Source: an optimization exercise on an open RTL-to-GDS flow (aim: small area). Production flows keep margins and buffers that such runs may drop.
In this exercise RTL edits were held to simulation tests only and were not proved equivalent to the original.
No activity file was given, so power comes from the tool's default toggle rates.

==> flow/design.v, too long to show whole: its modules and the start of the top module <==
// module sdrc_req_gen: 163 lines
// module sdrc_bank_fsm: 249 lines
// module sdrc_bank_ctl: 347 lines
// module sdrc_xfr_ctl: 602 lines
// module sdrc_bs_convert: 138 lines
// module sdrc_core: 273 lines
// module sdrc_top: 140 lines
module sdrc_top 
           (
                   cfg_sdr_width       ,
                   cfg_colbits         ,
                    app_req        ,                   
                    app_req_addr   ,
                    app_req_len    ,
                    app_req_wr_n   ,
                    app_req_wrap   ,
                    app_req_ack    ,                  
                    app_wr_en_n    ,                   
                    app_wr_next_req,                   
                    app_rd_valid   ,                   
                    app_last_rd    ,                    
                    app_last_wr,
                    app_wr_data    ,
                    app_rd_data    ,
                    sdram_clk           ,
                    sdram_resetn        ,
                    sdr_cs_n            ,
                    sdr_cke             ,
                    sdr_ras_n           ,
                    sdr_cas_n           ,
                    sdr_we_n            ,
                    sdr_dqm             ,
                    sdr_ba              ,
                    sdr_addr            , 
                    pad_sdr_din         ,  
                    sdr_dout            ,  
                    sdr_den_n           ,  
                    sdr_init_done       ,
                    cfg_req_depth       ,	         
                    cfg_sdr_en          ,
                    cfg_sdr_mode_reg    ,
                    cfg_sdr_tras_d      ,
                    cfg_sdr_trp_d       ,
                    cfg_sdr_trcd_d      ,
                    cfg_sdr_cas         ,
                    cfg_sdr_trcar_d     ,
                    cfg_sdr_twr_d       ,
                    cfg_sdr_rfsh        ,
    	            cfg_sdr_rfmax
	    );
  // ...
==> flow/run.sh <==
#!/bin/bash
# synth_recipe.tcl (not shown) runs the flow's synth.tcl, then flattens the netlist and writes it again
# the make line also repeats each setting of config.mk as NAME=value (left out here)
make -C /OpenROAD-flow-scripts/flow DESIGN_CONFIG=/design/flow/config.mk WORK_HOME=/design/flow/orfs CLKGATE_MAP_FILE= SYNTH_SCRIPT=/design/flow/synth_recipe.tcl finish
==> flow/config.mk <==
export PLATFORM = sky130hd
export DESIGN_NAME = sdrc_top
export DESIGN_NICKNAME = sdrc_top
export VERILOG_FILES = /design/flow/design.v
export SDC_FILE = /design/flow/constraint.sdc
export NUM_CORES = 4
export LEC_CHECK = 0
export CAP_MARGIN = 20
export CORE_MARGIN = 2
export CORE_UTILIZATION = 40
export SLEW_MARGIN = 20
==> flow/constraint.sdc <==
create_clock -name core_clock -period 12.0 [get_ports {sdram_clk}]
set_input_delay 2.4000 -clock core_clock [delete_from_list [all_inputs] [get_ports {sdram_clk}]]
set_output_delay 2.4000 -clock core_clock [all_outputs]
set_load 0.01 [all_outputs]
==> run summary, run 1 <==
status=finished clean; WL met1=51,300 µm; Synth Flop Type=dfxtp_1; max cap viols=0; FILL cells=about 8,400; worst-skew pair later-pin latency=0.68 ns; post-route design area=43,100 µm²; # rows=~110; hold path endpoint=u_sdrc_core.pad_sdr_din2[3]$_DFF_P_; Seq/total area=35.4%; Setup WS post-layout=0.569 ns; vias in the first global route=28,700; layer with the highest usage=met2; cts hold-fix bufs=0; Slew @ Worst Pin=about 1.1 ns; slowest stage delay, CP=around 0.68 ns; sequential fraction of the synthesis area=a little over two fifths; CP max FO=8; die width=a little over 300 µm; Arrival @ worst endpoint=approximately 9 ns; most frequent cells in the layout=nand2_1 (615), dfxtp_1 (536), clkdlybuf4s50_1 (395); port bufs=between 300 and 400; htree depth=3; startpoint types=input port; Final Hold Fails=0; Post-synth EDFFs=150; Yosys Warn Count=31; Remaining DRCs=0; Synth area leaders=dfxtp_1 (30%), edfxtp_1 (13%), mux2i_1 (6.8%), nand2_1 (6.5%), a21oi_1 (4.5%); cell mode on critical path=nor2_1; P_sw=about 3800 µW; Mapped Cells=4,093; Mapped Area=35,400 µm²; Buffers, non-clock=roughly 470; DR vias=approximately 31,000; met1 Use GR=between 30% and 40%; Final Power=a little over 9000 µW; initial drt markers=around 2,600
==> module sdrc_req_gen, before the edit <==
module sdrc_req_gen (clk,
		    reset_n,
		    cfg_colbits,
		    sdr_width,
		    req,	         
		    req_id,	         
		    req_addr,	         
		    req_len,	         
		    req_wrap,	         
		    req_wr_n,	         
		    req_ack,	         
		    r2x_idle,
		    r2b_req,	         
		    r2b_req_id,	         
		    r2b_start,	         
		    r2b_last,	         
		    r2b_wrap,	         
		    r2b_ba,	         
		    r2b_raddr,	         
		    r2b_caddr,	         
		    r2b_len,	         
		    r2b_write,	         
		    b2r_ack,
		    b2r_arb_ok
		    );
parameter  APP_AW   = 26;   
parameter  APP_DW   = 64;   
parameter  APP_BW   = 8;    
parameter  APP_RW   = 9;    
parameter  SDR_DW   = 64;   
parameter  SDR_BW   = 8;    
input                   clk           ;
input                   reset_n       ;
input [1:0]             cfg_colbits   ;  
input 			req           ;  
input [4-1:0] req_id      ;  
input [APP_AW-1:0] 	req_addr      ;  
input [APP_RW-1:0] 	req_len       ;  
input 			req_wr_n      ;  
input                   req_wrap      ;  
output 			req_ack       ;  
output 			r2x_idle      ; 
output                  r2b_req       ;  
output                  r2b_start     ;  
output                  r2b_last      ;  
output                  r2b_write     ;  
output                  r2b_wrap      ;  
output [4-1:0] 	r2b_req_id;
output [1:0] 		r2b_ba        ;  
output [12:0] 		r2b_raddr     ;  
output [12:0] 		r2b_caddr     ;  
output [(1'b1 == 1'b0) ? 6 : 12-1:0] 	r2b_len       ;  
input 			b2r_ack       ;  
input                   b2r_arb_ok    ;  
input [1:0] 	        sdr_width;  
   reg  [1:0]		req_st, next_req_st;
   reg 			r2x_idle, req_ack, r2b_req, r2b_start, 
			r2b_write, req_idle, req_ld, lcl_wrap;
   reg [4-1:0] 	r2b_req_id;
   reg [(1'b1 == 1'b0) ? 6 : 12-1:0] 	lcl_req_len;
   wire 		r2b_last, page_ovflw;
   reg page_ovflw_r;
   wire [(1'b1 == 1'b0) ? 6 : 12-1:0] 	r2b_len, next_req_len;
   wire [12:0] 	        max_r2b_len;
   reg  [12:0] 	        max_r2b_len_r;
   reg [1:0] 		r2b_ba;
   reg [12:0] 		r2b_raddr;
   reg [12:0] 		r2b_caddr;
   reg [APP_AW-1:0] 	curr_sdr_addr ;
   wire [APP_AW-1:0] 	next_sdr_addr ;
reg [APP_AW:0]           req_addr_int;
reg [APP_RW-1:0]         req_len_int;
always @(*) begin
   if(sdr_width == 2'b00) begin  
      req_addr_int     = {1'b0,req_addr};
      req_len_int      = req_len;
   end else if(sdr_width == 2'b01) begin  
      req_addr_int     = {req_addr,1'b0};
      req_len_int      = {req_len,1'b0};
   end else  begin  
      req_addr_int    = {req_addr,2'b0};
      req_len_int     = {req_len,2'b0};
   end
end
   assign max_r2b_len = (cfg_colbits == 2'b00) ? (12'h100 - {4'b0, req_addr_int[7:0]}) :
	                (cfg_colbits == 2'b01) ? (12'h200 - {3'b0, req_addr_int[8:0]}) :
			(cfg_colbits == 2'b10) ? (12'h400 - {2'b0, req_addr_int[9:0]}) : (12'h800 - {1'b0, req_addr_int[10:0]});
   assign page_ovflw = ({1'b0, req_len_int} > max_r2b_len) ? (req_ack && ~req_wrap) : 1'b0;  
   assign r2b_len = r2b_start ? ((page_ovflw_r) ? max_r2b_len_r : lcl_req_len) :
                      lcl_req_len;
   assign next_req_len = lcl_req_len - r2b_len;
   assign next_sdr_addr = curr_sdr_addr + r2b_len;
   assign r2b_wrap = lcl_wrap;
   assign r2b_last = (r2b_start & !page_ovflw_r) | (req_st == 2'b10);
   always @ (posedge clk) begin
      page_ovflw_r   <= (req_ack) ? page_ovflw: 'h0;
      max_r2b_len_r  <= (req_ack) ? max_r2b_len: 'h0;
      r2b_start      <= (req_ack) ? 1'b1 :
		        (b2r_ack) ? 1'b0 : r2b_start;
      r2b_write      <= (req_ack) ? ~req_wr_n : r2b_write;
      r2b_req_id     <= (req_ack) ? req_id : r2b_req_id;
      lcl_wrap       <= (req_ack) ? req_wrap : lcl_wrap;
      lcl_req_len    <= (req_ack) ? req_len_int  :
		        (req_ld) ? next_req_len : lcl_req_len;
      curr_sdr_addr  <= (req_ack) ? req_addr_int :
		        (req_ld) ? next_sdr_addr : curr_sdr_addr;
   end  
   always @ (*) begin
      r2x_idle    = 1'b0;
      req_idle    = 1'b0;
      req_ack     = 1'b0;
      req_ld      = 1'b0;
      r2b_req     = 1'b0;
      next_req_st = 2'b00;
      case (req_st)      
	2'b00 : begin
	   r2x_idle = ~req;
	   req_idle = 1'b1;
	   req_ack = req & b2r_arb_ok;
	   req_ld = 1'b0;
	   r2b_req = 1'b0;
	   next_req_st = (req & b2r_arb_ok) ? 2'b01 : 2'b00;
	end  
	2'b01 : begin
	   r2x_idle = 1'b0;
	   req_idle = 1'b0;
	   req_ack = 1'b0;
	   req_ld = b2r_ack;
	   r2b_req = 1'b1;                        
	   next_req_st = (b2r_ack ) ? ((page_ovflw_r) ? 2'b10 :2'b00) : 2'b01;
	end  
	2'b10 : begin
	   r2x_idle = 1'b0;
	   req_idle = 1'b0;
	   req_ack  = 1'b0;
	   req_ld = b2r_ack;
	   r2b_req = 1'b1;                        
	   next_req_st = (b2r_ack) ? 2'b00 : 2'b10;
	end  
      endcase  
   end  
   always @ (posedge clk)
      if (~reset_n) begin
	 req_st <= 2'b00;
      end  
      else begin
	 req_st <= next_req_st;
      end  
wire [APP_AW-1:0] 	map_address ;
assign      map_address  = (req_ack) ? req_addr_int :
		           (req_ld)  ? next_sdr_addr : curr_sdr_addr;
always @ (posedge clk) begin
    r2b_ba <= (cfg_colbits == 2'b00) ? {map_address[9:8]}   :
	      (cfg_colbits == 2'b01) ? {map_address[10:9]}  :
	      (cfg_colbits == 2'b10) ? {map_address[11:10]} : map_address[12:11];
    r2b_caddr <= (cfg_colbits == 2'b00) ? {5'b0, map_address[7:0]} :
	         (cfg_colbits == 2'b01) ? {4'b0, map_address[8:0]} :
	         (cfg_colbits == 2'b10) ? {3'b0, map_address[9:0]} : {2'b0, map_address[10:0]};
    r2b_raddr <= (cfg_colbits == 2'b00)  ? map_address[22:10] :
	         (cfg_colbits == 2'b01)  ? map_address[23:11] :
	         (cfg_colbits == 2'b10)  ? map_address[24:12] : map_address[25:13];
end	   
endmodule  
==> inputs of run 2 (changes only) <==
==> flow/design.v (replaced) <==
`timescale 1ns/1ps
module sdrc_req_gen (
   input             clk,
   input             reset_n,
   input [1:0]       cfg_colbits,
   input [1:0]       sdr_width,
   input             req,
   input [25:0]      req_addr,
   input [8:0]       req_len,
   input             req_wr_n,
   input             req_wrap,
   output reg        req_ack,
   output reg        r2x_idle,
   output reg        r2b_req,
   output reg        r2b_start,
   output            r2b_last,
   output reg        r2b_write,
   output            r2b_wrap,
   output reg [1:0]  r2b_ba,
   output reg [12:0] r2b_raddr,
   output reg [10:0] r2b_caddr,
   output [8:0]      r2b_len,
   input             b2r_ack,
   input             b2r_arb_ok
);
   localparam REQ_IDLE      = 2'b00;
   localparam REQ_ACTIVE    = 2'b01;
   localparam REQ_PAGE_WRAP = 2'b10;
   reg  [1:0]  req_st, next_req_st;
   reg         req_ld, lcl_wrap, page_ovflw_r;
   reg  [8:0]  lcl_req_len;
   reg  [8:0]  max_r2b_len_r;
   reg  [25:0] curr_sdr_addr;
   reg  [25:0] req_addr_int;
   reg  [8:0]  req_len_int;
   always @(*) begin
      if (sdr_width == 2'b00) begin
         req_addr_int = req_addr;
         req_len_int  = req_len;
      end else if (sdr_width == 2'b01) begin
         req_addr_int = {req_addr[24:0], 1'b0};
         req_len_int  = {req_len[7:0], 1'b0};
      end else begin
         req_addr_int = {req_addr[23:0], 2'b0};
         req_len_int  = {req_len[6:0], 2'b0};
      end
   end
   wire [11:0] max_r2b_len = (cfg_colbits == 2'b00) ? (12'h100 - {4'b0, req_addr_int[7:0]}) :
                             (cfg_colbits == 2'b01) ? (12'h200 - {3'b0, req_addr_int[8:0]}) :
                             (cfg_colbits == 2'b10) ? (12'h400 - {2'b0, req_addr_int[9:0]}) :
                                                      (12'h800 - {1'b0, req_addr_int[10:0]});
   wire page_ovflw = ({3'b0, req_len_int} > max_r2b_len) & ~req_wrap;
   assign r2b_len  = (r2b_start & page_ovflw_r) ? max_r2b_len_r : lcl_req_len;
   wire [8:0]  next_req_len  = lcl_req_len - r2b_len;
   wire [25:0] next_sdr_addr = curr_sdr_addr + {17'b0, r2b_len};
   assign r2b_wrap = lcl_wrap;
   assign r2b_last = (r2b_start & ~page_ovflw_r) | (req_st == REQ_PAGE_WRAP);
   always @ (posedge clk) begin
      page_ovflw_r  <= req_ack & page_ovflw;
      if (req_ack) begin
         max_r2b_len_r <= max_r2b_len[8:0];
         r2b_write     <= ~req_wr_n;
         lcl_wrap      <= req_wrap;
      end
      r2b_start     <= (req_ack) ? 1'b1 : (b2r_ack) ? 1'b0 : r2b_start;
      lcl_req_len   <= (req_ack) ? req_len_int :
                       (req_ld) ? next_req_len : lcl_req_len;
      curr_sdr_addr <= (req_ack) ? req_addr_int :
                       (req_ld) ? next_sdr_addr : curr_sdr_addr;
   end
   always @ (*) begin
      r2x_idle    = 1'b0;
      req_ack     = 1'b0;
      req_ld      = 1'b0;
      r2b_req     = 1'b0;
      next_req_st = REQ_IDLE;
      case (req_st)
         REQ_IDLE : begin
            r2x_idle = ~req;
            req_ack = req & b2r_arb_ok;
            next_req_st = (req & b2r_arb_ok) ? REQ_ACTIVE : REQ_IDLE;
         end
         REQ_ACTIVE : begin
            req_ld = b2r_ack;
            r2b_req = 1'b1;
            next_req_st = (b2r_ack) ? ((page_ovflw_r) ? REQ_PAGE_WRAP : REQ_IDLE) : REQ_ACTIVE;
         end
         REQ_PAGE_WRAP : begin
            req_ld = b2r_ack;
            r2b_req = 1'b1;
            next_req_st = (b2r_ack) ? REQ_IDLE : REQ_PAGE_WRAP;
         end
         default : ;
      endcase
   end
   always @ (posedge clk)
      if (~reset_n) req_st <= REQ_IDLE;
      else          req_st <= next_req_st;
   always @ (*) begin
      case (cfg_colbits)
         2'b00: begin
            r2b_ba    = curr_sdr_addr[9:8];
            r2b_caddr = {3'b0, curr_sdr_addr[7:0]};
            r2b_raddr = curr_sdr_addr[22:10];
         end
         2'b01: begin
            r2b_ba    = curr_sdr_addr[10:9];
            r2b_caddr = {2'b0, curr_sdr_addr[8:0]};
            r2b_raddr = curr_sdr_addr[23:11];
         end
         2'b10: begin
            r2b_ba    = curr_sdr_addr[11:10];
            r2b_caddr = {1'b0, curr_sdr_addr[9:0]};
            r2b_raddr = curr_sdr_addr[24:12];
         end
         default: begin
            r2b_ba    = curr_sdr_addr[12:11];
            r2b_caddr = curr_sdr_addr[10:0];
            r2b_raddr = curr_sdr_addr[25:13];
         end
      endcase
   end
endmodule
`timescale 1ns/1ps
module sdrc_bank_fsm (
   input             clk,
   input             reset_n,
   input             r2b_req,
   input             r2b_start,
   input             r2b_last,
   input             r2b_wrap,
   input [12:0]      r2b_raddr,
   input [10:0]      r2b_caddr,
   input [8:0]       r2b_len,
   input             r2b_write,
   output reg        b2r_ack,
   input             sdr_dma_last,
   output reg        b2x_req,
   output            b2x_start,
   output            b2x_last,
   output            b2x_wrap,
   output reg [12:0] b2x_addr,
   output [8:0]      b2x_len,
   output reg [1:0]  b2x_cmd,
   input             x2b_ack,
   output            tras_ok,
   input             xfr_ok,
   input             x2b_refresh,
   input             x2b_pre_ok,
   input             x2b_act_ok,
   input             x2b_rdok,
   input             x2b_wrok,
   input [3:0]       tras_delay,
   input [3:0]       trp_delay,
   input [3:0]       trcd_delay
);
   localparam BANK_IDLE         = 3'b000;
   localparam BANK_PRE          = 3'b001;
   localparam BANK_ACT          = 3'b010;
   localparam BANK_XFR          = 3'b011;
   localparam BANK_DMA_LAST_PRE = 3'b100;
   reg [2:0]  bank_st, next_bank_st;
   reg        bank_valid;
   reg [3:0]  tras_cntr, timer0;
   reg        bank_prech_page_closed;
   reg        l_start, l_last, l_wrap, l_write;
   reg [8:0]  l_len;
   reg [12:0] l_raddr;
   reg [10:0] l_caddr;
   reg        l_sdr_dma_last;
   wire idle = (bank_st == BANK_IDLE);
   assign tras_ok = ~|tras_cntr;
   wire timer0_tc = ~|timer0;
   wire activate_bank = (b2x_cmd == 2'b01) & x2b_ack;
   wire ld_trp  = (b2x_cmd == 2'b00) & x2b_ack;
   wire page_hit = (r2b_raddr == l_raddr) & bank_valid;
   always @ (posedge clk)
      if (~reset_n) begin
         bank_valid <= 1'b0;
         tras_cntr <= 4'b0;
         timer0 <= 4'b0;
         bank_st <= BANK_IDLE;
         l_sdr_dma_last <= 1'b0;
      end
      else begin
         bank_valid <= (x2b_refresh || bank_prech_page_closed) ? 1'b0 :
                       (activate_bank) ? 1'b1 : bank_valid;
         tras_cntr <= (activate_bank) ? tras_delay :
                      (~tras_ok) ? tras_cntr - 4'b1 : 4'b0;
         timer0 <= (ld_trp) ? trp_delay :
                   (activate_bank) ? trcd_delay :
                   (~timer0_tc) ? timer0 - 4'b1 : timer0;
         bank_st <= next_bank_st;
         if (b2r_ack) l_sdr_dma_last <= sdr_dma_last;
      end
   always @ (posedge clk)
      if (b2r_ack) begin
         l_start <= r2b_start;
         l_last  <= r2b_last;
         l_len   <= r2b_len;
         l_wrap  <= r2b_wrap;
         l_write <= r2b_write;
         l_raddr <= r2b_raddr;
         l_caddr <= r2b_caddr;
      end
   always @ (*) begin
      bank_prech_page_closed = 1'b0;
      b2x_req = 1'b0;
      b2x_cmd = 2'b00;
      b2r_ack = 1'b0;
      b2x_addr = {2'b0, l_caddr};
      next_bank_st = bank_st;
      case (bank_st)
         BANK_IDLE : begin
            if (r2b_req) begin
               b2r_ack = 1'b1;
               if (page_hit) begin
                  b2x_req = xfr_ok & ((r2b_write) ? x2b_wrok : x2b_rdok);
                  b2x_cmd = {1'b1, r2b_write};
                  b2x_addr = {2'b0, r2b_caddr};
                  next_bank_st = (x2b_ack) ? BANK_IDLE : BANK_XFR;
               end
               else begin
                  b2x_req = tras_ok & x2b_pre_ok;
                  b2x_cmd = 2'b00;
                  b2x_addr = r2b_raddr & 13'hBFF;
                  next_bank_st = (~l_sdr_dma_last & x2b_ack) ? BANK_ACT : BANK_PRE;
               end
            end
         end
         BANK_PRE : begin
            b2x_req = tras_ok & x2b_pre_ok;
            b2x_cmd = 2'b00;
            b2x_addr = l_raddr & 13'hBFF;
            next_bank_st = (x2b_ack) ? BANK_ACT : BANK_PRE;
         end
         BANK_ACT : begin
            b2x_req = timer0_tc & x2b_act_ok;
            b2x_cmd = 2'b01;
            b2x_addr = l_raddr;
            next_bank_st = (x2b_ack) ? BANK_XFR : BANK_ACT;
         end
         BANK_XFR : begin
            b2x_req = timer0_tc & xfr_ok & ((l_write) ? x2b_wrok : x2b_rdok);
            b2x_cmd = {1'b1, l_write};
            b2x_addr = {2'b0, l_caddr};
            next_bank_st = (x2b_refresh) ? BANK_ACT :
                           (x2b_ack & l_sdr_dma_last) ? BANK_DMA_LAST_PRE :
                           (x2b_ack) ? BANK_IDLE : BANK_XFR;
         end
         BANK_DMA_LAST_PRE : begin
            b2x_req = tras_ok & x2b_pre_ok;
            b2x_cmd = 2'b00;
            b2x_addr = l_raddr & 13'hBFF;
            bank_prech_page_closed = 1'b1;
            next_bank_st = (x2b_ack) ? BANK_IDLE : BANK_DMA_LAST_PRE;
         end
         default : begin
            b2x_cmd = 2'b00;
         end
      endcase
   end
   assign b2x_start = idle ? r2b_start : l_start;
   assign b2x_last  = idle ? r2b_last  : l_last;
   assign b2x_len   = idle ? r2b_len   : l_len;
   assign b2x_wrap  = idle ? r2b_wrap  : l_wrap;
endmodule
`timescale 1ns/1ps
module sdrc_bank_ctl (
   input             clk,
   input             reset_n,
   input [1:0]       a2b_req_depth,
   input             r2b_req,
   input             r2b_start,
   input             r2b_last,
   input             r2b_wrap,
   input [1:0]       r2b_ba,
   input [12:0]      r2b_raddr,
   input [10:0]      r2b_caddr,
   input [8:0]       r2b_len,
   input             r2b_write,
   output            b2r_arb_ok,
   output            b2r_ack,
   output            b2x_idle,
   output reg        b2x_req,
   output            b2x_start,
   output            b2x_last,
   output            b2x_wrap,
   output reg [1:0]  b2x_ba,
   output [12:0]     b2x_addr,
   output [8:0]      b2x_len,
   output [1:0]      b2x_cmd,
   input             x2b_ack,
   output            b2x_tras_ok,
   input             x2b_refresh,
   input             x2b_pre_ok,
   input             x2b_act_ok,
   input             x2b_rdok,
   input             x2b_wrok,
   input             sdr_req_norm_dma_last,
   input [3:0]       tras_delay,
   input [3:0]       trp_delay,
   input [3:0]       trcd_delay
);
   wire [3:0]  r2i_req, i2r_ack, i2x_req, i2x_start, i2x_last, i2x_wrap, tras_ok;
   wire [12:0] i2x_addr [0:3];
   wire [8:0]  i2x_len  [0:3];
   wire [1:0]  i2x_cmd  [0:3];
   wire [3:0]  x2i_ack, xfr_ok;
   reg [1:0]   rank_cnt;
   reg [1:0]   rank_ba0, rank_ba1, rank_ba2;
   reg [2:0]   rank_ba_last;
   wire rank_fifo_mt   = (rank_cnt == 2'b00);
   wire rank_fifo_full = (rank_cnt == a2b_req_depth);
   assign b2x_tras_ok = &tras_ok;
   assign b2r_arb_ok  = ~rank_fifo_full;
   assign b2r_ack     = |i2r_ack;
   assign b2x_idle    = rank_fifo_mt;
   wire [1:0] xfr_ba = rank_fifo_mt ? r2b_ba : rank_ba0;
   genvar g;
   generate for (g = 0; g < 4; g = g + 1) begin : gb
      assign r2i_req[g] = (r2b_ba == g) & r2b_req & ~rank_fifo_full;
      assign x2i_ack[g] = (b2x_ba == g) & x2b_ack;
      assign xfr_ok[g]  = (xfr_ba == g);
   end endgenerate
   wire [3:0] pa_req = i2x_req & {~i2x_cmd[3][1], ~i2x_cmd[2][1], ~i2x_cmd[1][1], ~i2x_cmd[0][1]};
   wire rank_req0 = i2x_req[xfr_ba];
   wire rank_req1 = rank_cnt[1] & pa_req[rank_ba1];
   wire rank_req2 = (rank_cnt == 2'd3) & pa_req[rank_ba2];
   always @ (*) begin
      b2x_req = 1'b1;
      if (rank_req0)      b2x_ba = xfr_ba;
      else if (rank_req1) b2x_ba = rank_ba1;
      else if (rank_req2) b2x_ba = rank_ba2;
      else begin
         b2x_req = 1'b0;
         b2x_ba = xfr_ba;
      end
   end
   assign b2x_start = i2x_start[b2x_ba];
   assign b2x_last  = i2x_last[b2x_ba];
   assign b2x_wrap  = i2x_wrap[b2x_ba];
   assign b2x_addr  = i2x_addr[b2x_ba];
   assign b2x_len   = i2x_len[b2x_ba];
   assign b2x_cmd   = i2x_cmd[b2x_ba];
   wire rank_fifo_wr = b2r_ack;
   wire rank_fifo_rd = b2x_req & b2x_cmd[1] & x2b_ack;
   wire [2:0] rank_wr_sel;
   assign rank_wr_sel[0] = (rank_cnt == 2'd0) ? rank_fifo_wr :
                           (rank_cnt == 2'd1) ? rank_fifo_wr & rank_fifo_rd : 1'b0;
   assign rank_wr_sel[1] = (rank_cnt == 2'd1) ? rank_fifo_wr & ~rank_fifo_rd :
                           (rank_cnt == 2'd2) ? rank_fifo_wr & rank_fifo_rd : 1'b0;
   assign rank_wr_sel[2] = (rank_cnt == 2'd2) ? rank_fifo_wr & ~rank_fifo_rd :
                           (rank_cnt == 2'd3) ? rank_fifo_wr & rank_fifo_rd : 1'b0;
   always @ (posedge clk)
      if (~reset_n) begin
         rank_cnt <= 2'b0;
         rank_ba0 <= 2'b0;
         rank_ba1 <= 2'b0;
         rank_ba2 <= 2'b0;
         rank_ba_last <= 3'b0;
      end
      else begin
         rank_cnt <= (rank_fifo_wr & ~rank_fifo_rd) ? rank_cnt + 2'b1 :
                     (~rank_fifo_wr & rank_fifo_rd) ? rank_cnt - 2'b1 : rank_cnt;
         rank_ba0 <= (rank_wr_sel[0]) ? r2b_ba : (rank_fifo_rd) ? rank_ba1 : rank_ba0;
         rank_ba1 <= (rank_wr_sel[1]) ? r2b_ba : (rank_fifo_rd) ? rank_ba2 : rank_ba1;
         rank_ba2 <= (rank_wr_sel[2]) ? r2b_ba : (rank_fifo_rd) ? 2'b00 : rank_ba2;
         rank_ba_last[0] <= (rank_wr_sel[0]) ? sdr_req_norm_dma_last :
                            (rank_fifo_rd) ? rank_ba_last[1] : rank_ba_last[0];
         rank_ba_last[1] <= (rank_wr_sel[1]) ? sdr_req_norm_dma_last :
                            (rank_fifo_rd) ? rank_ba_last[2] : rank_ba_last[1];
         rank_ba_last[2] <= (rank_wr_sel[2]) ? sdr_req_norm_dma_last :
                            (rank_fifo_rd) ? 1'b0 : rank_ba_last[2];
      end
   wire [3:0] dma_last_i;
   generate for (g = 0; g < 4; g = g + 1) begin : gf
      sdrc_bank_fsm u_fsm (
         .clk (clk), .reset_n (reset_n),
         .r2b_req (r2i_req[g]), .r2b_start (r2b_start), .r2b_last (r2b_last),
         .r2b_wrap (r2b_wrap), .r2b_raddr (r2b_raddr), .r2b_caddr (r2b_caddr),
         .r2b_len (r2b_len), .r2b_write (r2b_write), .b2r_ack (i2r_ack[g]),
         .sdr_dma_last (dma_last_i[g]),
         .b2x_req (i2x_req[g]), .b2x_start (i2x_start[g]), .b2x_last (i2x_last[g]),
         .b2x_wrap (i2x_wrap[g]), .b2x_addr (i2x_addr[g]), .b2x_len (i2x_len[g]),
         .b2x_cmd (i2x_cmd[g]), .x2b_ack (x2i_ack[g]),
         .tras_ok (tras_ok[g]), .xfr_ok (xfr_ok[g]), .x2b_refresh (x2b_refresh),
         .x2b_pre_ok (x2b_pre_ok), .x2b_act_ok (x2b_act_ok),
         .x2b_rdok (x2b_rdok), .x2b_wrok (x2b_wrok),
         .tras_delay (tras_delay), .trp_delay (trp_delay), .trcd_delay (trcd_delay));
   end endgenerate
   assign dma_last_i = {1'b0, rank_ba_last};
endmodule
`timescale 1ns/1ps
module sdrc_xfr_ctl (
   input             clk,
   input             reset_n,
   input             b2x_req,
   input             b2x_start,
   input             b2x_last,
   input             b2x_wrap,
   input [1:0]       b2x_ba,
   input [12:0]      b2x_addr,
   input [8:0]       b2x_len,
   input [1:0]       b2x_cmd,
   input             b2x_tras_ok,
   output            x2b_ack,
   output            x2b_refresh,
   output            x2b_pre_ok,
   output            x2b_act_ok,
   output            x2b_rdok,
   output            x2b_wrok,
   output reg        sdr_cs_n,
   output reg        sdr_ras_n,
   output reg        sdr_cas_n,
   output reg        sdr_we_n,
   output reg [7:0]  sdr_dqm,
   output reg [1:0]  sdr_ba,
   output reg [12:0] sdr_addr,
   output reg [63:0] sdr_dout,
   output reg        sdr_den_n,
   output            x2a_rdlast,
   output            x2a_wrlast,
   input [63:0]      a2x_wrdt,
   input [7:0]       a2x_wren_n,
   output            x2a_wrnext,
   output            x2a_rdok,
   output reg        sdr_init_done,
   input             sdram_enable,
   input [12:0]      sdram_mode_reg,
   input             cas_latency_3,
   input [3:0]       trp_delay,
   input [3:0]       trcar_delay,
   input [11:0]      rfsh_time,
   input [2:0]       rfsh_rmax
);
   localparam SDR_DESEL     = 4'b1111;
   localparam SDR_NOOP      = 4'b0111;
   localparam SDR_ACTIVATE  = 4'b0011;
   localparam SDR_READ      = 4'b0101;
   localparam SDR_WRITE     = 4'b0100;
   localparam SDR_BT        = 4'b0110;
   localparam SDR_PRECHARGE = 4'b0010;
   localparam SDR_REFRESH   = 4'b0001;
   localparam SDR_MODE      = 4'b0000;
   localparam XFR_IDLE  = 2'b00;
   localparam XFR_WRITE = 2'b01;
   localparam XFR_READ  = 2'b10;
   localparam XFR_RDWT  = 2'b11;
   reg [1:0]   xfr_st, next_xfr_st;
   reg [12:0]  xfr_caddr;
   reg         l_last, l_wrap;
   reg [1:0]   l_ba;
   reg [11:0]  l_len;
   reg         mgmt_req;
   reg [3:0]   mgmt_cmd;
   reg [12:0]  mgmt_addr;
   reg [1:0]   mgmt_ba;
   reg         sel_mgmt, sel_b2x;
   reg         cb_pre_ok, rdok, wrok, wr_next, rd_next, act_cmd, d_act_cmd;
   reg [3:0]   i_xfr_cmd;
   reg [4:0]   l_rd_next, l_rd_last;
   reg         init_delay_done;
   wire b2x_read   = (b2x_cmd == 2'b10);
   wire b2x_write  = (b2x_cmd == 2'b11);
   wire b2x_prechg = (b2x_cmd == 2'b00);
   wire [3:0] b2x_sdr_cmd = {1'b0, b2x_cmd[1], ~b2x_cmd[1], b2x_cmd[1] ^ b2x_cmd[0]};
   wire b2x_prechg_hit = b2x_prechg & (b2x_ba == l_ba);
   wire [3:0]  xfr_cmd  = (sel_mgmt) ? mgmt_cmd : (sel_b2x) ? b2x_sdr_cmd : i_xfr_cmd;
   wire [12:0] xfr_addr = (sel_mgmt) ? mgmt_addr : (sel_b2x) ? b2x_addr : xfr_caddr + 13'd1;
   wire [1:0]  xfr_ba   = (sel_mgmt) ? mgmt_ba : (sel_b2x) ? b2x_ba : l_ba;
   wire mgmt_ack = sel_mgmt;
   assign x2b_ack = sel_b2x;
   wire ld_xfr = sel_b2x & b2x_cmd[1];
   wire [11:0] xfr_len  = (ld_xfr) ? {3'b0, b2x_len} : l_len;
   wire [11:0] l_len_m1 = l_len - 12'd1;
   wire l_xfr_end = ~|l_len_m1;
   wire [11:0] next_xfr_len = (ld_xfr) ? {3'b0, b2x_len} : (l_xfr_end) ? l_len : l_len_m1;
   wire d_rd_next  = cas_latency_3 ? l_rd_next[4] : l_rd_next[3];
   wire d_rd_last  = cas_latency_3 ? l_rd_last[4] : l_rd_last[3];
   wire rd_pipe_mt = ~|l_rd_next[2:0] & ~(cas_latency_3 & l_rd_next[3]);
   wire last_burst = (ld_xfr) ? b2x_last : l_last;
   wire len_le1 = ~|xfr_len[11:1];
   wire rd_last = rd_next & last_burst & len_le1;
   wire wr_last = last_burst & len_le1;
   wire burst_bdry = &xfr_caddr[1:0];
   always @ (posedge clk) begin
      xfr_caddr <= (ld_xfr) ? b2x_addr : (rd_next | wr_next) ? xfr_caddr + 13'd1 : xfr_caddr;
      if (ld_xfr) begin
         l_wrap <= b2x_wrap;
         l_ba <= b2x_ba;
      end
      l_len <= next_xfr_len;
      act_cmd <= (xfr_cmd == SDR_ACTIVATE);
      d_act_cmd <= act_cmd;
   end
   always @ (posedge clk)
      if (~reset_n) begin
         l_last <= 1'b0;
         l_rd_next <= 5'b0;
         l_rd_last <= 5'b0;
         xfr_st <= XFR_IDLE;
      end
      else begin
         l_last <= last_burst;
         l_rd_next <= {l_rd_next[3:0], rd_next};
         l_rd_last <= {l_rd_last[3:0], rd_last};
         xfr_st <= next_xfr_st;
      end
   always @ (*) begin
      case (xfr_st)
         XFR_IDLE : begin
            sel_mgmt = mgmt_req;
            sel_b2x = ~mgmt_req & sdr_init_done & b2x_req;
            i_xfr_cmd = SDR_DESEL;
            rd_next = ~mgmt_req & sdr_init_done & b2x_req & b2x_read;
            wr_next = ~mgmt_req & sdr_init_done & b2x_req & b2x_write;
            rdok = ~mgmt_req;
            cb_pre_ok = 1'b1;
            wrok = ~mgmt_req;
            next_xfr_st = (mgmt_req | ~sdr_init_done) ? XFR_IDLE :
                          (~b2x_req) ? XFR_IDLE :
                          (b2x_read) ? XFR_READ :
                          (b2x_write) ? XFR_WRITE : XFR_IDLE;
         end
         XFR_READ : begin
            rd_next = ~l_xfr_end | ~mgmt_req & b2x_req & b2x_read;
            wr_next = 1'b0;
            rdok = l_xfr_end & ~mgmt_req;
            cb_pre_ok = l_xfr_end;
            wrok = 1'b0;
            sel_mgmt = 1'b0;
            if (l_xfr_end) begin
               if (~l_wrap) begin
                  i_xfr_cmd = SDR_BT;
                  sel_b2x = b2x_req & ~mgmt_req & (b2x_read | b2x_prechg_hit);
               end
               else begin
                  i_xfr_cmd = SDR_DESEL;
                  sel_b2x = b2x_req & ~mgmt_req & ~b2x_write;
               end
               next_xfr_st = (sdr_init_done) ? ((b2x_req & ~mgmt_req & b2x_read) ? XFR_READ : XFR_RDWT) : XFR_IDLE;
            end
            else begin
               i_xfr_cmd = (burst_bdry & ~l_wrap) ? SDR_READ : SDR_DESEL;
               sel_b2x = ~(burst_bdry & ~l_wrap) & b2x_req;
               next_xfr_st = XFR_READ;
            end
         end
         XFR_RDWT : begin
            rd_next = ~mgmt_req & b2x_req & b2x_read;
            wr_next = rd_pipe_mt & ~mgmt_req & b2x_req & b2x_write;
            rdok = ~mgmt_req;
            cb_pre_ok = 1'b1;
            wrok = rd_pipe_mt & ~mgmt_req;
            sel_mgmt = mgmt_req;
            sel_b2x = ~mgmt_req & b2x_req;
            i_xfr_cmd = SDR_DESEL;
            next_xfr_st = (~mgmt_req & b2x_req & b2x_read) ? XFR_READ :
                          (~rd_pipe_mt) ? XFR_RDWT :
                          (~mgmt_req & b2x_req & b2x_write) ? XFR_WRITE : XFR_IDLE;
         end
         default : begin  
            rd_next = l_xfr_end & ~mgmt_req & b2x_req & b2x_read;
            wr_next = ~l_xfr_end | ~mgmt_req & b2x_req & b2x_write;
            rdok = l_xfr_end & ~mgmt_req;
            cb_pre_ok = 1'b0;
            wrok = l_xfr_end & ~mgmt_req;
            sel_mgmt = 1'b0;
            if (l_xfr_end) begin
               if (~l_wrap) begin
                  sel_b2x = b2x_req & ~mgmt_req & (b2x_read | b2x_write);
                  i_xfr_cmd = SDR_BT;
               end
               else begin
                  sel_b2x = b2x_req & ~mgmt_req & ~b2x_prechg_hit;
                  i_xfr_cmd = SDR_DESEL;
               end
               next_xfr_st = (~mgmt_req & b2x_req & b2x_read) ? XFR_READ :
                             (~mgmt_req & b2x_req & b2x_write) ? XFR_WRITE : XFR_IDLE;
            end
            else begin
               if (burst_bdry & ~l_wrap) begin
                  sel_b2x = 1'b0;
                  i_xfr_cmd = SDR_WRITE;
               end
               else begin
                  sel_b2x = b2x_req & ~mgmt_req;
                  i_xfr_cmd = SDR_DESEL;
               end
               next_xfr_st = XFR_WRITE;
            end
         end
      endcase
   end
   assign x2b_refresh = (xfr_cmd == SDR_REFRESH);
   assign x2b_act_ok  = ~act_cmd & ~d_act_cmd;
   assign x2b_rdok    = rdok;
   assign x2b_wrok    = wrok;
   assign x2b_pre_ok  = cb_pre_ok;
   assign x2a_rdlast = d_rd_last;
   assign x2a_wrlast = wr_last;
   assign x2a_wrnext = wr_next;
   assign x2a_rdok   = d_rd_next;
   always @ (posedge clk)
      if (~reset_n) begin
         sdr_cs_n  <= 1'b1;
         sdr_ras_n <= 1'b1;
         sdr_cas_n <= 1'b1;
         sdr_we_n  <= 1'b1;
         sdr_dqm   <= 8'hff;
         sdr_den_n <= 1'b1;
      end
      else begin
         sdr_cs_n  <= xfr_cmd[3];
         sdr_ras_n <= xfr_cmd[2];
         sdr_cas_n <= xfr_cmd[1];
         sdr_we_n  <= xfr_cmd[0];
         if (init_delay_done)
            sdr_dqm <= (wr_next) ? a2x_wren_n : 8'h00;
         sdr_den_n <= ~wr_next;
      end
   always @ (posedge clk) begin
      sdr_addr <= xfr_addr;
      sdr_ba   <= xfr_ba;
      sdr_dout <= a2x_wrdt;
   end
   localparam MGM_INIT_DELAY   = 4'b0000;
   localparam MGM_INIT_NOOP    = 4'b0001;
   localparam MGM_POWERUP      = 4'b0010;
   localparam MGM_PRECHARGE    = 4'b0011;
   localparam MGM_PCHWT        = 4'b0100;
   localparam MGM_REFRESH      = 4'b0101;
   localparam MGM_REFWT        = 4'b0110;
   localparam MGM_MODE_REG     = 4'b0111;
   localparam MGM_MODE_WT      = 4'b1000;
   localparam MGM_MODE_EXT_REG = 4'b1001;
   localparam MGM_MODE_EXT_WT  = 4'b1010;
   localparam MGM_ACTIVE       = 4'b1011;
   reg [3:0]  mgmt_st, next_mgmt_st;
   reg [3:0]  tmr0, tmr0_d;
   reg [3:0]  cntr1, cntr1_d;
   reg        ld_tmr0, ld_cntr1, dec_cntr1, set_sdr_init_done;
   reg [11:0] rfsh_timer;
   reg [2:0]  rfsh_row_cnt;
   reg [11:0] rg_initial_delay;
   reg        mode_set, wr_mode_set;
   wire tmr0_tc = ~|tmr0;
   wire cntr1_tc = ~|cntr1;
   wire rfsh_timer_tc = (rfsh_timer == rfsh_time);
   wire ref_req = (rfsh_row_cnt >= rfsh_rmax);
   wire precharge_ok = cb_pre_ok & b2x_tras_ok;
   always @ (posedge clk)
      if (~reset_n) begin
         mgmt_st <= MGM_POWERUP;
         tmr0 <= 4'b0;
         cntr1 <= 4'h7;
         rfsh_timer <= 12'b0;
         rfsh_row_cnt <= 3'b0;
         sdr_init_done <= 1'b0;
         rg_initial_delay <= 12'b0;
         init_delay_done <= 1'b0;
         mode_set <= 1'b0;
      end
      else begin
         mgmt_st <= next_mgmt_st;
         tmr0 <= (ld_tmr0) ? tmr0_d : (~tmr0_tc) ? tmr0 - 4'd1 : tmr0;
         cntr1 <= (ld_cntr1) ? cntr1_d : (dec_cntr1) ? cntr1 - 4'd1 : cntr1;
         sdr_init_done <= (set_sdr_init_done | sdr_init_done) & sdram_enable;
         rfsh_timer <= (rfsh_timer_tc) ? 12'b0 : rfsh_timer + 12'd1;
         rfsh_row_cnt <= (~set_sdr_init_done) ? 3'b0 :
                         (rfsh_timer_tc) ? rfsh_row_cnt + 3'd1 : rfsh_row_cnt;
         if (~rg_initial_delay[11])
            rg_initial_delay <= rg_initial_delay + 12'd1;
         init_delay_done <= rg_initial_delay[11];
         mode_set <= wr_mode_set;
      end
   always @ (*) begin
      mgmt_req = 1'b1;
      mgmt_cmd = SDR_DESEL;
      mgmt_ba = 2'b0;
      mgmt_addr = 13'h400;
      ld_tmr0 = 1'b0;
      tmr0_d = 4'h7;
      ld_cntr1 = 1'b0;
      dec_cntr1 = 1'b0;
      cntr1_d = {1'b0, rfsh_row_cnt};
      set_sdr_init_done = 1'b0;
      wr_mode_set = 1'b0;
      next_mgmt_st = MGM_POWERUP;
      case (mgmt_st)
         MGM_POWERUP : begin
            mgmt_req = 1'b0;
            ld_cntr1 = 1'b1;
            cntr1_d = 4'hf;
            next_mgmt_st = (sdram_enable) ? MGM_INIT_DELAY : MGM_POWERUP;
         end
         MGM_INIT_DELAY : begin
            mgmt_req = 1'b0;
            next_mgmt_st = (init_delay_done) ? MGM_INIT_NOOP : MGM_INIT_DELAY;
         end
         MGM_INIT_NOOP : begin
            mgmt_cmd = SDR_NOOP;
            ld_tmr0 = mgmt_ack;
            tmr0_d = trp_delay;
            next_mgmt_st = (mgmt_ack) ? MGM_PRECHARGE : MGM_INIT_NOOP;
         end
         MGM_PRECHARGE : begin
            mgmt_cmd = (precharge_ok) ? SDR_PRECHARGE : SDR_DESEL;
            ld_tmr0 = mgmt_ack;
            tmr0_d = trp_delay;
            next_mgmt_st = (precharge_ok & mgmt_ack) ? MGM_PCHWT : MGM_PRECHARGE;
         end
         MGM_PCHWT : begin
            next_mgmt_st = (tmr0_tc) ? MGM_REFRESH : MGM_PCHWT;
         end
         MGM_REFRESH : begin
            mgmt_cmd = SDR_REFRESH;
            ld_tmr0 = mgmt_ack;
            tmr0_d = trcar_delay;
            dec_cntr1 = mgmt_ack;
            wr_mode_set = mode_set;
            next_mgmt_st = (mgmt_ack) ? MGM_REFWT : MGM_REFRESH;
         end
         MGM_REFWT : begin
            wr_mode_set = mode_set;
            next_mgmt_st = (~tmr0_tc) ? MGM_REFWT :
                           (~cntr1_tc) ? MGM_REFRESH :
                           (sdr_init_done | mode_set) ? MGM_ACTIVE : MGM_MODE_REG;
         end
         MGM_MODE_REG : begin
            mgmt_cmd = SDR_MODE;
            mgmt_ba = {1'b0, sdram_mode_reg[11]};
            mgmt_addr = sdram_mode_reg;
            ld_tmr0 = mgmt_ack;
            next_mgmt_st = (mgmt_ack) ? MGM_MODE_WT : MGM_MODE_REG;
         end
         MGM_MODE_WT : begin
            next_mgmt_st = (~tmr0_tc) ? MGM_MODE_WT : MGM_MODE_EXT_REG;
         end
         MGM_MODE_EXT_REG : begin
            mgmt_cmd = SDR_MODE;
            mgmt_ba = 2'b10;
            mgmt_addr = 13'h0;
            ld_tmr0 = mgmt_ack;
            next_mgmt_st = (mgmt_ack) ? MGM_MODE_EXT_WT : MGM_MODE_EXT_REG;
         end
         MGM_MODE_EXT_WT : begin
            wr_mode_set = 1'b1;
            next_mgmt_st = (~tmr0_tc) ? MGM_MODE_EXT_WT : MGM_REFRESH;
         end
         MGM_ACTIVE : begin
            mgmt_req = 1'b0;
            ld_cntr1 = ref_req;
            set_sdr_init_done = 1'b1;
            next_mgmt_st = (~sdram_enable) ? MGM_POWERUP :
                           (ref_req) ? MGM_PRECHARGE : MGM_ACTIVE;
         end
         default : begin
            mgmt_req = 1'b0;
            next_mgmt_st = MGM_POWERUP;
         end
      endcase
   end
endmodule
`timescale 1ns/1ps
module sdrc_bs_convert (
   input             clk,
   input             reset_n,
   input [1:0]       sdr_width,
   input             x2a_rdlast,
   input [63:0]      x2a_rddt,
   input             x2a_rdok,
   input             x2a_wrlast,
   input             x2a_wrnext,
   output reg [63:0] a2x_wrdt,
   output reg [7:0]  a2x_wren_n,
   input [63:0]      app_wr_data,
   input [7:0]       app_wr_en_n,
   output reg        app_wr_next,
   output reg [63:0] app_rd_data,
   output reg        app_rd_valid
);
   reg [23:0] saved_rd_data;
   reg [1:0]  rd_xfr_count;
   reg [1:0]  wr_xfr_count;
   always @(*) begin
      if (sdr_width == 2'b00) begin
         a2x_wrdt     = app_wr_data;
         a2x_wren_n   = app_wr_en_n;
         app_wr_next  = x2a_wrnext;
         app_rd_data  = x2a_rddt;
         app_rd_valid = x2a_rdok;
      end
      else if (sdr_width == 2'b01) begin
         app_wr_next  = x2a_wrnext & wr_xfr_count[0];
         app_rd_valid = x2a_rdok & rd_xfr_count[0];
         if (wr_xfr_count[0]) begin
            a2x_wren_n = {6'b0, app_wr_en_n[3:2]};
            a2x_wrdt   = {48'b0, app_wr_data[31:16]};
         end
         else begin
            a2x_wren_n = {6'b0, app_wr_en_n[1:0]};
            a2x_wrdt   = {48'b0, app_wr_data[15:0]};
         end
         app_rd_data = {x2a_rddt[47:0], saved_rd_data[15:0]};
      end
      else begin
         app_wr_next  = x2a_wrnext & (wr_xfr_count == 2'b11);
         app_rd_valid = x2a_rdok & (rd_xfr_count == 2'b11);
         case (wr_xfr_count)
            2'b11: begin a2x_wren_n = {7'b0, app_wr_en_n[3]}; a2x_wrdt = {56'b0, app_wr_data[31:24]}; end
            2'b10: begin a2x_wren_n = {7'b0, app_wr_en_n[2]}; a2x_wrdt = {56'b0, app_wr_data[23:16]}; end
            2'b01: begin a2x_wren_n = {7'b0, app_wr_en_n[1]}; a2x_wrdt = {56'b0, app_wr_data[15:8]}; end
            default: begin a2x_wren_n = {7'b0, app_wr_en_n[0]}; a2x_wrdt = {56'b0, app_wr_data[7:0]}; end
         endcase
         app_rd_data = {x2a_rddt[39:0], saved_rd_data[23:0]};
      end
   end
   always @(posedge clk) begin
      if (!reset_n) begin
         rd_xfr_count  <= 2'b0;
         wr_xfr_count  <= 2'b0;
      end
      else begin
         if (x2a_wrlast)      wr_xfr_count <= 2'b0;
         else if (x2a_wrnext) wr_xfr_count <= wr_xfr_count + 2'b1;
         if (x2a_rdlast)      rd_xfr_count <= 2'b0;
         else if (x2a_rdok)   rd_xfr_count <= rd_xfr_count + 2'b1;
      end
      if (x2a_rdok) begin
            if (sdr_width == 2'b01)
               saved_rd_data[15:0] <= x2a_rddt[15:0];
            else begin
               if (rd_xfr_count == 2'b00)      saved_rd_data[7:0]   <= x2a_rddt[7:0];
               else if (rd_xfr_count == 2'b01) saved_rd_data[15:8]  <= x2a_rddt[7:0];
               else if (rd_xfr_count == 2'b10) saved_rd_data[23:16] <= x2a_rddt[7:0];
            end
      end
   end
endmodule
`timescale 1ns/1ps
module sdrc_core (
   input         clk,
   input         reset_n,
   input  [1:0]  sdr_width,
   input  [1:0]  cfg_colbits,
   input         app_req,
   input  [25:0] app_req_addr,
   input  [8:0]  app_req_len,
   input         app_req_wrap,
   input         app_req_wr_n,
   output        app_req_ack,
   input  [1:0]  cfg_req_depth,
   input  [63:0] app_wr_data,
   input  [7:0]  app_wr_en_n,
   output [63:0] app_rd_data,
   output        app_rd_valid,
   output        app_last_rd,
   output        app_last_wr,
   output        app_wr_next_req,
   output        sdr_init_done,
   output        sdr_cs_n,
   output        sdr_cke,
   output        sdr_ras_n,
   output        sdr_cas_n,
   output        sdr_we_n,
   output [7:0]  sdr_dqm,
   output [1:0]  sdr_ba,
   output [12:0] sdr_addr,
   input  [63:0] pad_sdr_din,
   output [63:0] sdr_dout,
   output [7:0]  sdr_den_n,
   input         cfg_sdr_en,
   input  [12:0] cfg_sdr_mode_reg,
   input  [3:0]  cfg_sdr_tras_d,
   input  [3:0]  cfg_sdr_trp_d,
   input  [3:0]  cfg_sdr_trcd_d,
   input  [2:0]  cfg_sdr_cas,
   input  [3:0]  cfg_sdr_trcar_d,
   input  [3:0]  cfg_sdr_twr_d,
   input  [11:0] cfg_sdr_rfsh,
   input  [2:0]  cfg_sdr_rfmax
);
   wire        r2b_req, r2b_start, r2b_last, r2b_wrap, r2b_write, r2x_idle;
   wire [1:0]  r2b_ba;
   wire [12:0] r2b_raddr;
   wire [10:0] r2b_caddr;
   wire [8:0]  r2b_len;
   wire        b2r_ack, b2r_arb_ok;
   wire        b2x_idle, b2x_req, b2x_start, b2x_last, b2x_wrap, b2x_tras_ok;
   wire [1:0]  b2x_ba, b2x_cmd;
   wire [12:0] b2x_addr;
   wire [8:0]  b2x_len;
   wire        x2b_ack, x2b_refresh, x2b_pre_ok, x2b_act_ok, x2b_rdok, x2b_wrok;
   wire        x2a_rdlast, x2a_wrlast, x2a_wrnext, x2a_rdok;
   wire [63:0] a2x_wrdt;
   wire [7:0]  a2x_wren_n;
   wire        den_n;
   reg [63:0] pad_sdr_din1, pad_sdr_din2;
   always @ (posedge clk) begin
      pad_sdr_din1 <= pad_sdr_din;
      pad_sdr_din2 <= pad_sdr_din1;
   end
   assign sdr_cke   = 1'b1;
   assign sdr_den_n = {8{den_n}};
   assign app_last_wr = x2a_wrlast;
   assign app_last_rd = x2a_rdlast;
   sdrc_req_gen u_req_gen (
      .clk (clk), .reset_n (reset_n), .cfg_colbits (cfg_colbits), .sdr_width (sdr_width),
      .req (app_req), .req_addr (app_req_addr), .req_len (app_req_len),
      .req_wr_n (app_req_wr_n), .req_wrap (app_req_wrap), .req_ack (app_req_ack),
      .r2x_idle (r2x_idle),
      .r2b_req (r2b_req), .r2b_start (r2b_start), .r2b_last (r2b_last),
      .r2b_write (r2b_write), .r2b_wrap (r2b_wrap), .r2b_ba (r2b_ba),
      .r2b_raddr (r2b_raddr), .r2b_caddr (r2b_caddr), .r2b_len (r2b_len),
      .b2r_ack (b2r_ack), .b2r_arb_ok (b2r_arb_ok));
   sdrc_bank_ctl u_bank_ctl (
      .clk (clk), .reset_n (reset_n), .a2b_req_depth (cfg_req_depth),
      .r2b_req (r2b_req), .r2b_start (r2b_start), .r2b_last (r2b_last),
      .r2b_wrap (r2b_wrap), .r2b_ba (r2b_ba), .r2b_raddr (r2b_raddr),
      .r2b_caddr (r2b_caddr), .r2b_len (r2b_len), .r2b_write (r2b_write),
      .b2r_arb_ok (b2r_arb_ok), .b2r_ack (b2r_ack),
      .b2x_idle (b2x_idle), .b2x_req (b2x_req), .b2x_start (b2x_start),
      .b2x_last (b2x_last), .b2x_wrap (b2x_wrap), .b2x_ba (b2x_ba),
      .b2x_addr (b2x_addr), .b2x_len (b2x_len), .b2x_cmd (b2x_cmd),
      .x2b_ack (x2b_ack), .b2x_tras_ok (b2x_tras_ok), .x2b_refresh (x2b_refresh),
      .x2b_pre_ok (x2b_pre_ok), .x2b_act_ok (x2b_act_ok), .x2b_rdok (x2b_rdok),
      .x2b_wrok (x2b_wrok), .sdr_req_norm_dma_last (app_req),
      .tras_delay (cfg_sdr_tras_d), .trp_delay (cfg_sdr_trp_d), .trcd_delay (cfg_sdr_trcd_d));
   sdrc_xfr_ctl u_xfr_ctl (
      .clk (clk), .reset_n (reset_n),
      .b2x_req (b2x_req), .b2x_start (b2x_start), .b2x_last (b2x_last),
      .b2x_wrap (b2x_wrap), .b2x_ba (b2x_ba), .b2x_addr (b2x_addr),
      .b2x_len (b2x_len), .b2x_cmd (b2x_cmd), .b2x_tras_ok (b2x_tras_ok),
      .x2b_ack (x2b_ack), .x2b_refresh (x2b_refresh), .x2b_pre_ok (x2b_pre_ok),
      .x2b_act_ok (x2b_act_ok), .x2b_rdok (x2b_rdok), .x2b_wrok (x2b_wrok),
      .sdr_cs_n (sdr_cs_n), .sdr_ras_n (sdr_ras_n), .sdr_cas_n (sdr_cas_n),
      .sdr_we_n (sdr_we_n), .sdr_dqm (sdr_dqm), .sdr_ba (sdr_ba), .sdr_addr (sdr_addr),
      .sdr_dout (sdr_dout), .sdr_den_n (den_n),
      .x2a_rdlast (x2a_rdlast), .x2a_wrlast (x2a_wrlast), .a2x_wrdt (a2x_wrdt),
      .a2x_wren_n (a2x_wren_n), .x2a_wrnext (x2a_wrnext), .x2a_rdok (x2a_rdok),
      .sdr_init_done (sdr_init_done),
      .sdram_enable (cfg_sdr_en), .sdram_mode_reg (cfg_sdr_mode_reg),
      .cas_latency_3 (cfg_sdr_cas[0]), .trp_delay (cfg_sdr_trp_d),
      .trcar_delay (cfg_sdr_trcar_d), .rfsh_time (cfg_sdr_rfsh), .rfsh_rmax (cfg_sdr_rfmax));
   sdrc_bs_convert u_bs_convert (
      .clk (clk), .reset_n (reset_n), .sdr_width (sdr_width),
      .x2a_rdlast (x2a_rdlast), .x2a_rddt (pad_sdr_din2), .x2a_rdok (x2a_rdok),
      .x2a_wrlast (x2a_wrlast), .x2a_wrnext (x2a_wrnext),
      .a2x_wrdt (a2x_wrdt), .a2x_wren_n (a2x_wren_n),
      .app_wr_data (app_wr_data), .app_wr_en_n (app_wr_en_n),
      .app_wr_next (app_wr_next_req), .app_rd_data (app_rd_data),
      .app_rd_valid (app_rd_valid));
endmodule
`timescale 1ns/1ps
module sdrc_top 
           (
                   cfg_sdr_width       ,
                   cfg_colbits         ,
                    app_req        ,                   
                    app_req_addr   ,
                    app_req_len    ,
                    app_req_wr_n   ,
                    app_req_wrap   ,
                    app_req_ack    ,                  
                    app_wr_en_n    ,                   
                    app_wr_next_req,                   
                    app_rd_valid   ,                   
                    app_last_rd    ,                    
                    app_last_wr,
                    app_wr_data    ,
                    app_rd_data    ,
                    sdram_clk           ,
                    sdram_resetn        ,
                    sdr_cs_n            ,
                    sdr_cke             ,
                    sdr_ras_n           ,
                    sdr_cas_n           ,
                    sdr_we_n            ,
                    sdr_dqm             ,
                    sdr_ba              ,
                    sdr_addr            , 
                    pad_sdr_din         ,  
                    sdr_dout            ,  
                    sdr_den_n           ,  
                    sdr_init_done       ,
                    cfg_req_depth       ,	         
                    cfg_sdr_en          ,
                    cfg_sdr_mode_reg    ,
                    cfg_sdr_tras_d      ,
                    cfg_sdr_trp_d       ,
                    cfg_sdr_trcd_d      ,
                    cfg_sdr_cas         ,
                    cfg_sdr_trcar_d     ,
                    cfg_sdr_twr_d       ,
                    cfg_sdr_rfsh        ,
    	            cfg_sdr_rfmax
	    );
parameter      APP_AW   = 26;   
parameter      APP_DW   = 64;   
parameter      APP_BW   = 8;    
parameter      APP_RW   = 9;    
parameter      SDR_DW   = 64;   
parameter      SDR_BW   = 8;    
parameter      dw       = 64;   
parameter      tw       = 8;    
parameter      bl       = 9;    
input                   sdram_clk          ;  
input                   sdram_resetn       ;  
input [1:0]             cfg_sdr_width      ;  
input [1:0]             cfg_colbits        ;  
output                  sdr_cke             ;  
output 			        sdr_cs_n            ;  
output                  sdr_ras_n           ;  
output                  sdr_cas_n           ;  
output			        sdr_we_n            ;  
output [SDR_BW-1:0] 	sdr_dqm             ;  
output [1:0] 		    sdr_ba              ;  
output [12:0] 		    sdr_addr            ;  
input [SDR_DW-1:0] 	    pad_sdr_din         ;  
output [SDR_DW-1:0] 	sdr_dout            ;  
output [SDR_BW-1:0] 	sdr_den_n           ;  
output                           sdr_init_done       ;  
input [3:0] 	                 cfg_sdr_tras_d      ;  
input [3:0]                      cfg_sdr_trp_d       ;  
input [3:0]                      cfg_sdr_trcd_d      ;  
input 			                 cfg_sdr_en          ;  
input [1:0] 		             cfg_req_depth       ;  
input [12:0]       		         cfg_sdr_mode_reg    ;
input [2:0] 			         cfg_sdr_cas         ;  
input [3:0]       			     cfg_sdr_trcar_d     ;  
input [3:0]                      cfg_sdr_twr_d       ;  
input [12-1 : 0]  cfg_sdr_rfsh;
input [3 -1 : 0] cfg_sdr_rfmax;
input                  app_req            ;  
input                  app_req_wrap       ;  
input [APP_AW-1:0]     app_req_addr       ;  
input [bl-1:0]         app_req_len        ;
input                  app_req_wr_n       ;  
output                 app_req_ack        ;  
wire                   app_busy_n         ;  
input [dw/8-1:0]       app_wr_en_n        ;  
output                 app_wr_next_req    ;  
output                 app_rd_valid       ;  
output                 app_last_rd        ;  
output                 app_last_wr        ;  
input [dw-1:0]         app_wr_data        ;  
output  [dw-1:0]       app_rd_data        ;  
sdrc_core u_sdrc_core (
   .clk (sdram_clk), .reset_n (sdram_resetn), .sdr_width (cfg_sdr_width), .cfg_colbits (cfg_colbits),
   .app_req (app_req), .app_req_addr (app_req_addr), .app_req_len (app_req_len),
   .app_req_wrap (app_req_wrap), .app_req_wr_n (app_req_wr_n), .app_req_ack (app_req_ack),
   .cfg_req_depth (cfg_req_depth), .app_wr_data (app_wr_data), .app_wr_en_n (app_wr_en_n),
   .app_rd_data (app_rd_data), .app_rd_valid (app_rd_valid), .app_last_rd (app_last_rd),
   .app_last_wr (app_last_wr), .app_wr_next_req (app_wr_next_req), .sdr_init_done (sdr_init_done),
   .sdr_cs_n (sdr_cs_n), .sdr_cke (sdr_cke), .sdr_ras_n (sdr_ras_n), .sdr_cas_n (sdr_cas_n),
   .sdr_we_n (sdr_we_n), .sdr_dqm (sdr_dqm), .sdr_ba (sdr_ba), .sdr_addr (sdr_addr),
   .pad_sdr_din (pad_sdr_din), .sdr_dout (sdr_dout), .sdr_den_n (sdr_den_n),
   .cfg_sdr_en (cfg_sdr_en), .cfg_sdr_mode_reg (cfg_sdr_mode_reg), .cfg_sdr_tras_d (cfg_sdr_tras_d),
   .cfg_sdr_trp_d (cfg_sdr_trp_d), .cfg_sdr_trcd_d (cfg_sdr_trcd_d), .cfg_sdr_cas (cfg_sdr_cas),
   .cfg_sdr_trcar_d (cfg_sdr_trcar_d), .cfg_sdr_twr_d (cfg_sdr_twr_d), .cfg_sdr_rfsh (cfg_sdr_rfsh),
   .cfg_sdr_rfmax (cfg_sdr_rfmax));
endmodule  
==> flow/config.mk (replaced) <==
export PLATFORM = sky130hd
export DESIGN_NAME = sdrc_top
export DESIGN_NICKNAME = sdrc_top
export VERILOG_FILES = /design/flow/design.v
export SDC_FILE = /design/flow/constraint.sdc
export NUM_CORES = 4
export LEC_CHECK = 0
export ABC_AREA = 1
export CAP_MARGIN = 20
export CORE_MARGIN = 2
export CORE_UTILIZATION = 40
export SLEW_MARGIN = 20
==> run 2 against run 1 <==
Effect of this change: still clean on timing, DRC and antenna; power shrank 12%; clock skew shrank 0.031 ns; sequential share of layout area rose by 2.2 points; worst setup slack worse by 0.035 ns; die area is 14% lower; register-to-register slack improved by 1.6 ns; via count decreased by 11%; cell area shrank 12%; critical path type unchanged; largest power group unchanged.
==> run summary, run 2 <==
status=finished clean; placeable core region=~75,000 µm²; WL per Instance=around 19 µm; Final Setup Violations=0; Remaining DRCs=0 (unchanged); Crit Path Class=input port to output pin; layout cell share with drive strength beyond 1=approximately 7.4%; area occupied by multi-input gates=about 14,000 µm²; remaining global-route overflow=0; Final Max Slew Viols=0; largest registers=u_sdrc_core.pad_sdr_din1 (64), u_sdrc_core.pad_sdr_din2 (64), u_sdrc_core.u_xfr_ctl.sdr_dout (64); Slew @ Worst Pin=1.02 ns (-0.0766 ns); Initial Utilization=between 40% and 50%; CTS tree=built; Clock Pin Slew Worst Setup and Hold Paths=roughly 0.06 ns; RR Endpoint=u_sdrc_core.u_bank_ctl.rank_ba_last[0]$_SDFFE_PN0P_; Layout area overhead=24.8%; Crit. End Element=output pin; Async SR Flop Fraction=0%; CTS max path bufs=3; Synth area leaders=edfxtp_1 (24%), dfxtp_1 (23%), nand2_1 (9.5%), inv_1 (6.1%), o21ai_0 (5.5%); placer congestion estimate=around 0.95; CTS sink cnt=~590; Final Skew=around 0.027 ns; top cell type's share of synthesized area=between 20% and 30%; hold path endpoint=u_sdrc_core.pad_sdr_din2[46]$_DFF_P_; htree depth=3 (unchanged); largest net degree at the start of global routing=79; vias per inst=between 5 and 6; hold_sp=u_sdrc_core.pad_sdr_din1[46]$_DFF_P_; Post-Route WL=100,000 µm; Yosys Warn Count=6 (-81%); # rows=100 (-8.3%); Critical Path RT=~9.6 ns; initial drt markers=2,282 (-13%); CTS Root Cell=clkbuf_16; Post-DP HPWL=approximately 74,000 µm; Total GRT Usage=roughly 25%; Arrival @ worst endpoint=9.07 ns (+0.04 ns); register area=14,200 µm²; die width=279 µm (-7.5%); Worst Hold Class=flop to flop; TritonCTS buffer count=70; most frequent cells in the layout=nand2_1 (764), inv_1 (486), clkdlybuf4s50_1 (393); Final Hold Fails=0 (unchanged); Mean Syn Cell Area=a little under 8 µm²; height of the die=about 280 µm; Reg-to-Reg Start=u_sdrc_core.u_xfr_ctl.l_len[0]$_DFFE_PP_; antenna cells=0; DR vias=27,400 (-11%); DRT antenna net count=0; cts hold-fix bufs=0 (unchanged); Cell Pwr Density=roughly 220 nW/µm²; fmax=roughly 87 MHz; vias in the first global route=26,300 (-8.4%); TNS Setup=0 ns; die area=a little under 80,000 µm²; Mapped Cells=3,807 (-7.0%); R2R setup slack=around 5 ns; Commonest cells post-synth=nand2_1 (766), inv_1 (489), nor2_1 (360); Util after Layout=between 50% and 60%; syn nets=~4,000; Slowest-stage cell, CP=clkdlybuf4s50_1; FILL cells=7,102 (-16%); commonest non-fill, non-tap cell in the layout=nand2_1; cell mode on critical path=nand2_1; Slew HR=approximately a third; cell taking the most area after synthesis=edfxtp_1; min Tclk post-route=11.47 ns; register bit total from synthesis=589; RSZ-0062 raised after global routing=no; slowest stage delay, CP=0.55 ns (-0.13 ns); drt pass-1 iters=6; worst hold path cell count=0; worst-skew pair later-pin latency=0.63 ns (-0.05 ns); VDD IR max=0.000122 V; initial antenna violation count=2; non-filler instance count after layout=about 5,200; startpoint types=input port; Yosys cell types=~80; NumNets Final=around 4,500; count leader, synth=nand2_1; io pins=between 400 and 500; Setup WS post-layout=0.534 ns (-0.0354 ns); max cap viols=0 (unchanged); crit path from=cfg_colbits[0]; global-route wire length before repair=around 150,000 µm; Final Cycle Share=between 90 and 100%; sequential fraction of the synthesis area=46.9% (+3.9 points); Post-synth EDFFs=239 (+59%); Mapped Area=30,200 µm² (-15%); pre-CTS setup slack=0.269 ns; dpl cells=just over 5,000; CP max FO=13 (+5); Reg2Reg Depth=45; port bufs=396 (-0.50%); leakage=roughly 0.016 µW; Synth Flop Type=dfxtp_1
run 2: cell count changes after synthesis, moves of 116 or more:
cell | before | now
mux2i_1 | 239 | 1
inv_1 | 107 | 489
a21oi_1 | 320 | 204
nand2_1 | 615 | 766
o21ai_0 | 214 | 333
dfxtp_1 | 536 | 350
run 2: worst max-delay path: cells and delay by family:
kind | cells | cell delay (ns)
buf+inv | 10 | 2.09
simple gates | 28 | 3.23
fa+ha+maj | 1 | 0.24
compound gates | 5 | 1.08
run 2: per-stage QoR:
| step | hold WS [ns] | total power [µW] | instance area, µm² |
|---|---|---|---|
| 2_1_floorplan | 0.310 | 4760 | 30200 |
| 3_3_place_gp | 0.309 | 5890 | 35200 |
| 3_5_place_dp | 0.312 | 5920 | 35200 |
| 4_1_cts | 0.305 | 8160 | 37600 |
| 5_1_grt | 0.324 | 8690 | 37700 |
| 6_report | 0.309 | 8180 | 37700 |
run 2: logic make-up (layout without fill, tap and decap cells):
group / Yosys count / count (layout) / synth area share (%)
buffers and inverters: 672 / 1112 / 8.75
other: 1 / 1 / 0.0124
adder cells (fa/ha/maj): 72 / 72 / 3.03
flip-flops: 589 / 589 / 46.9
AND/OR/NAND/NOR: 1541 / 1541 / 22.5
AO/OA/AOI/OAI: 844 / 844 / 16.3
XOR/XNOR: 84 / 84 / 2.43
multiplexers: 4 / 4 / 0.145
run 2: layout make-up:
class	instances	area share, %
clock buffers	98	5.43
clock inverters	30	0.938
inverters	522	5.23
multi-input cells	2546	35.8
flip-flops and latches	589	37.6
well taps	969	3.21
repair buffers	462	11.8
run 2: power breakdown:
| group | leakage (µW) | switching, µW | internal (µW) |
|---|---|---|---|
| combinational | 0.00956 | 2180 | 1050 |
| clock | 0.00118 | 904 | 1320 |
| sequential | 0.00511 | 220 | 2510 |
run 2: how the worst max path moves through the flow:
stage / endpoint / cells after the start
floorplan: app_last_wr / 37
global placement: app_last_wr / 40
detailed placement: app_last_wr / 40
CTS: app_last_wr / 40
global route: app_last_wr / 46
finish: app_last_wr / 44
run 2: what timing repair did:
action,in CTS,in global routing
resized for setup,0,18
endpoints found under the setup margin,0,1
buffers inserted,0,2
run 2: routing by layer:
metal	GRT usage, %	wire length [µm]
met5	0	0
met4	7.18	2300
met2	41.6	46300
met3	6.16	8640
met1	33.2	43200

separate check: timing with driven ports:
No port has a modelled driver above. Below, the same layouts with a new extraction and two added sets of constraints. Step 1: set_driving_cell puts a clkbuf_16 on sdram_clk and a buf_2 on each other input, an assumption about the parent block. Step 2 adds t to the input delays and takes it off the output delays; t is the mean of the earliest and latest rising clock arrival at the registers after step 1. Input paths then give back, and output paths get back, about the clock's delay inside the block. Slacks: no drivers / after step 1 / after step 2; pairs: no drivers / after step 1.
run | t (ns) | setup WS [ns] | worst setup path after step 2
run 1 | 0.726 | 0.569 / 0.529 / 0.529 | input to output
run 2 | 0.684 | 0.534 / 0.507 / 0.507 | input to output
After both steps setup and hold are still met in every run listed. For run 1, which loses most, drivers alone change the setup slack by -0.040 ns; drivers and shift together by -0.040 ns.
